This is an optimization exercise on Yosys and OpenROAD, whose aim is small area, a short achievable clock period and few clock cycles, not a production implementation.
No activity file was given, so power comes from the tool's default toggle rates.

== JK ==
==> flow/design.v <==
`default_nettype none                
`timescale 1ns/1ps                   
/*verilator lint_off UNUSED*/
typedef enum logic [3:0] {
    NOP     = 4'b0000,       
    LDA     = 4'b0001,       
    ADD     = 4'b0010,       
    SUB     = 4'b0011,       
    STA     = 4'b0100,       
    LDI     = 4'b0101,       
    JMP     = 4'b0110,       
    JC      = 4'b0111,       
    JZ      = 4'b1000,       
    NOP_9   = 4'b1001,       
    NOP_A   = 4'b1010,       
    NOP_B   = 4'b1011,       
    NOP_C   = 4'b1100,       
    NOP_D   = 4'b1101,       
    OUT     = 4'b1110,       
    HLT     = 4'b1111        
} op_t;
typedef logic [3:0] addr_t;
typedef logic [7:0] byte_t;
/*verilator lint_on UNUSED*/
`default_nettype none
`timescale 1ns/1ps
module cpu_core (
    output      logic   hlt_o,           
    output      logic   mem_write_o,     
    output      addr_t  mem_waddr_o,     
    output      byte_t  mem_wdata_o,     
    output      addr_t  mem_faddr_o,     
    input  wire byte_t  mem_fdata_i,     
    output      addr_t  mem_eaddr_o,     
    input  wire byte_t  mem_edata_i,     
    input  wire byte_t  mem_word0_i,     
    input  wire logic   prog_we_i,       
    input  wire addr_t  prog_addr_i,
    input  wire byte_t  prog_data_i,
    output      logic   out_strobe_o,    
    output      byte_t  out_value_o,     
    input  wire logic   reset_i,
    input  wire logic   clk_en_i,
    input  wire logic   clk
);
addr_t      pc;                          
byte_t      ir;                          
byte_t      a;                           
logic       cf;                          
logic       o_rdy;                       
op_t        op;
addr_t      arg;
logic       run;
logic       taken;
addr_t      faddr;
byte_t      fetched;
logic [8:0] sum;
logic [8:0] dif;
always_comb op      = op_t'(ir[7:4]);
always_comb arg     = ir[3:0];
always_comb run     = clk_en_i && !hlt_o;
always_comb taken   = (op == JMP) || (op == JC && cf) || (op == JZ && a == 8'h00);
always_comb faddr   = taken ? arg : pc;
always_comb fetched = (op == STA && arg == pc) ? a : mem_fdata_i;
always_comb sum     = {1'b0, a} + {1'b0, mem_edata_i};
always_comb dif     = {1'b0, a} - {1'b0, mem_edata_i};
always_comb mem_faddr_o  = faddr;
always_comb mem_eaddr_o  = arg;
always_comb mem_write_o  = run && (op == STA);
always_comb mem_waddr_o  = arg;
always_comb mem_wdata_o  = a;
always_comb out_strobe_o = o_rdy;
always_comb out_value_o  = a;            
always_ff @(posedge clk) begin
    if (reset_i) begin
        pc      <= 4'h1;
        ir      <= (prog_we_i && prog_addr_i == 4'h0) ? prog_data_i : mem_word0_i;
        a       <= '0;
        cf      <= 1'b0;
        o_rdy   <= 1'b0;
        hlt_o   <= 1'b0;
    end else begin
        o_rdy   <= 1'b0;
        if (run) begin
            ir      <= fetched;
            pc      <= faddr + 4'h1;
            case (op)
                LDA:    a        <= mem_edata_i;
                ADD:    {cf, a}  <= sum;
                SUB:    {cf, a}  <= dif;
                LDI:    a        <= {4'h0, arg};
                OUT:    o_rdy    <= 1'b1;
                HLT:    hlt_o    <= 1'b1;
                default: ;
            endcase
            if (fetched[7:4] == HLT) begin
                hlt_o   <= 1'b1;
            end
        end
    end
end
endmodule
`default_nettype wire
`default_nettype none
`timescale 1ns/1ps
module cpu_mem (
    input  wire logic   we_i,            
    input  wire addr_t  waddr_i,         
    input  wire byte_t  wdata_i,         
    input  wire addr_t  raddr_f_i,       
    output      byte_t  rdata_f_o,       
    input  wire addr_t  raddr_e_i,       
    output      byte_t  rdata_e_o,       
    output      byte_t  word0_o,         
    input  wire logic   clk
);
byte_t memory [0:15];
always_ff @(posedge clk) begin
    if (we_i) begin
        memory[waddr_i] <= wdata_i;
    end
end
always_comb rdata_f_o = memory[raddr_f_i];
always_comb rdata_e_o = memory[raddr_e_i];
always_comb word0_o   = memory[0];
endmodule
`default_nettype wire
`default_nettype none
`timescale 1ns/1ps
module cpu_main (
    input wire  logic       clk_en_i,
    input wire  logic       reset_i,
    output      logic       out_strobe_o,
    output      byte_t      out_value_o,
    output      logic       halt_o,
    input wire  logic       prog_we_i,           
    input wire  addr_t      prog_addr_i,         
    input wire  byte_t      prog_data_i,         
    input wire  logic       clk
);
logic       cpu_we;
addr_t      cpu_waddr;
byte_t      cpu_wdata;
addr_t      faddr;
byte_t      fdata;
addr_t      eaddr;
byte_t      edata;
byte_t      word0;
cpu_core core (
    .hlt_o(halt_o),
    .mem_write_o(cpu_we),
    .mem_waddr_o(cpu_waddr),
    .mem_wdata_o(cpu_wdata),
    .mem_faddr_o(faddr),
    .mem_fdata_i(fdata),
    .mem_eaddr_o(eaddr),
    .mem_edata_i(edata),
    .mem_word0_i(word0),
    .prog_we_i(prog_we_i),
    .prog_addr_i(prog_addr_i),
    .prog_data_i(prog_data_i),
    .out_strobe_o(out_strobe_o),
    .out_value_o(out_value_o),
    .reset_i(reset_i),
    .clk_en_i(clk_en_i),
    .clk(clk)
);
cpu_mem mem (
    .we_i(reset_i ? prog_we_i : cpu_we),
    .waddr_i(reset_i ? prog_addr_i : cpu_waddr),
    .wdata_i(reset_i ? prog_data_i : cpu_wdata),
    .raddr_f_i(faddr),
    .rdata_f_o(fdata),
    .raddr_e_i(eaddr),
    .rdata_e_o(edata),
    .word0_o(word0),
    .clk(clk)
);
endmodule
`default_nettype wire
Settings: LEC_CHECK=0, ABC_CLOCK_PERIOD_IN_PS=2500, CAP_MARGIN=20, CORE_MARGIN=2, CORE_UTILIZATION=40, SETUP_SLACK_MARGIN=4.5, SLEW_MARGIN=20; clock period 7.0 ns.
run.sh (not shown) runs the stock make flow with config.mk's settings and CLKGATE_MAP_FILE= SYNTH_SCRIPT=/design/flow/synth_recipe.tcl, a recipe that flattens the netlist after the stock synthesis.
## Diff of input files: MS against JK
- ABC_CLOCK_PERIOD_IN_PS no longer set, was 2500
- SETUP_SLACK_MARGIN no longer set, was 4.5
### Flow results
MS: PASS, flow complete, no timing, DRC or antenna violations. Number of placed instances with taps included of MS exceeds that of JK slightly. Re via total after detailed routing: JK was higher than MS. Comparing JK and MS, the lower via count of the first global-routing pass was measured on MS. Looking at global routing met1 resource utilization across JK and MS, the one that comes out lower is MS. Going from JK to MS, routed wire length decreased 17%; biggest fanout along the worst timing path climbed 11; register-to-register slack lower; total power of the final layout went down.
Here is what was changed in the inputs of AL compared with MS.
- an added ABC_AREA of 1
[summary]
- AL: detailed-router iteration count before antenna repair is 3 higher than what MS reported.
- Taking MS as the reference, in AL total number of vias went up 2034, compound-cell area share of the yosys netlist went up by 9.0 points, post-detailed-placement half-perimeter wirelength now sits higher, layout cell share with drive strength beyond 1 down 8.4 points.
- Compared AL vs MS, and power is up in AL.
- Summary of AL over MS: die outline width went up by 4.5 um; register-to-register slack went up by 0.18 ns.
No functional check of the RTL was part of any run of this note.

[re-timing with driven ports]
In the flow no input, the clock included, has a driving cell. The finished layouts below were timed again as built, in two steps.
Step 1: set_driving_cell puts a clkbuf_16 on clk and a buf_2 on each other input, an assumption about the parent block.
Step 2 also shifts input and output timing later by t, the mid clock arrival at the registers, as if the neighbouring blocks saw the same clock.
Three values: no drivers, after step 1, after step 2; two values: the first two.
| run | t, ns | slack for setup (ns) | pins driven straight from the clock port |
|---|---|---|---|
| JK | 0.471 | 3.471 / 3.471 / 3.471 | 1 |
| MS | 0.473 | 2.728 / 2.728 / 2.514 | 1 |
| AL | 0.467 | 2.908 / 2.908 / 2.625 | 1 |
After both steps setup and hold are still met in every run listed. For AL, which loses most, drivers alone change the setup slack by 0.000 ns; drivers and shift together by -0.283 ns.
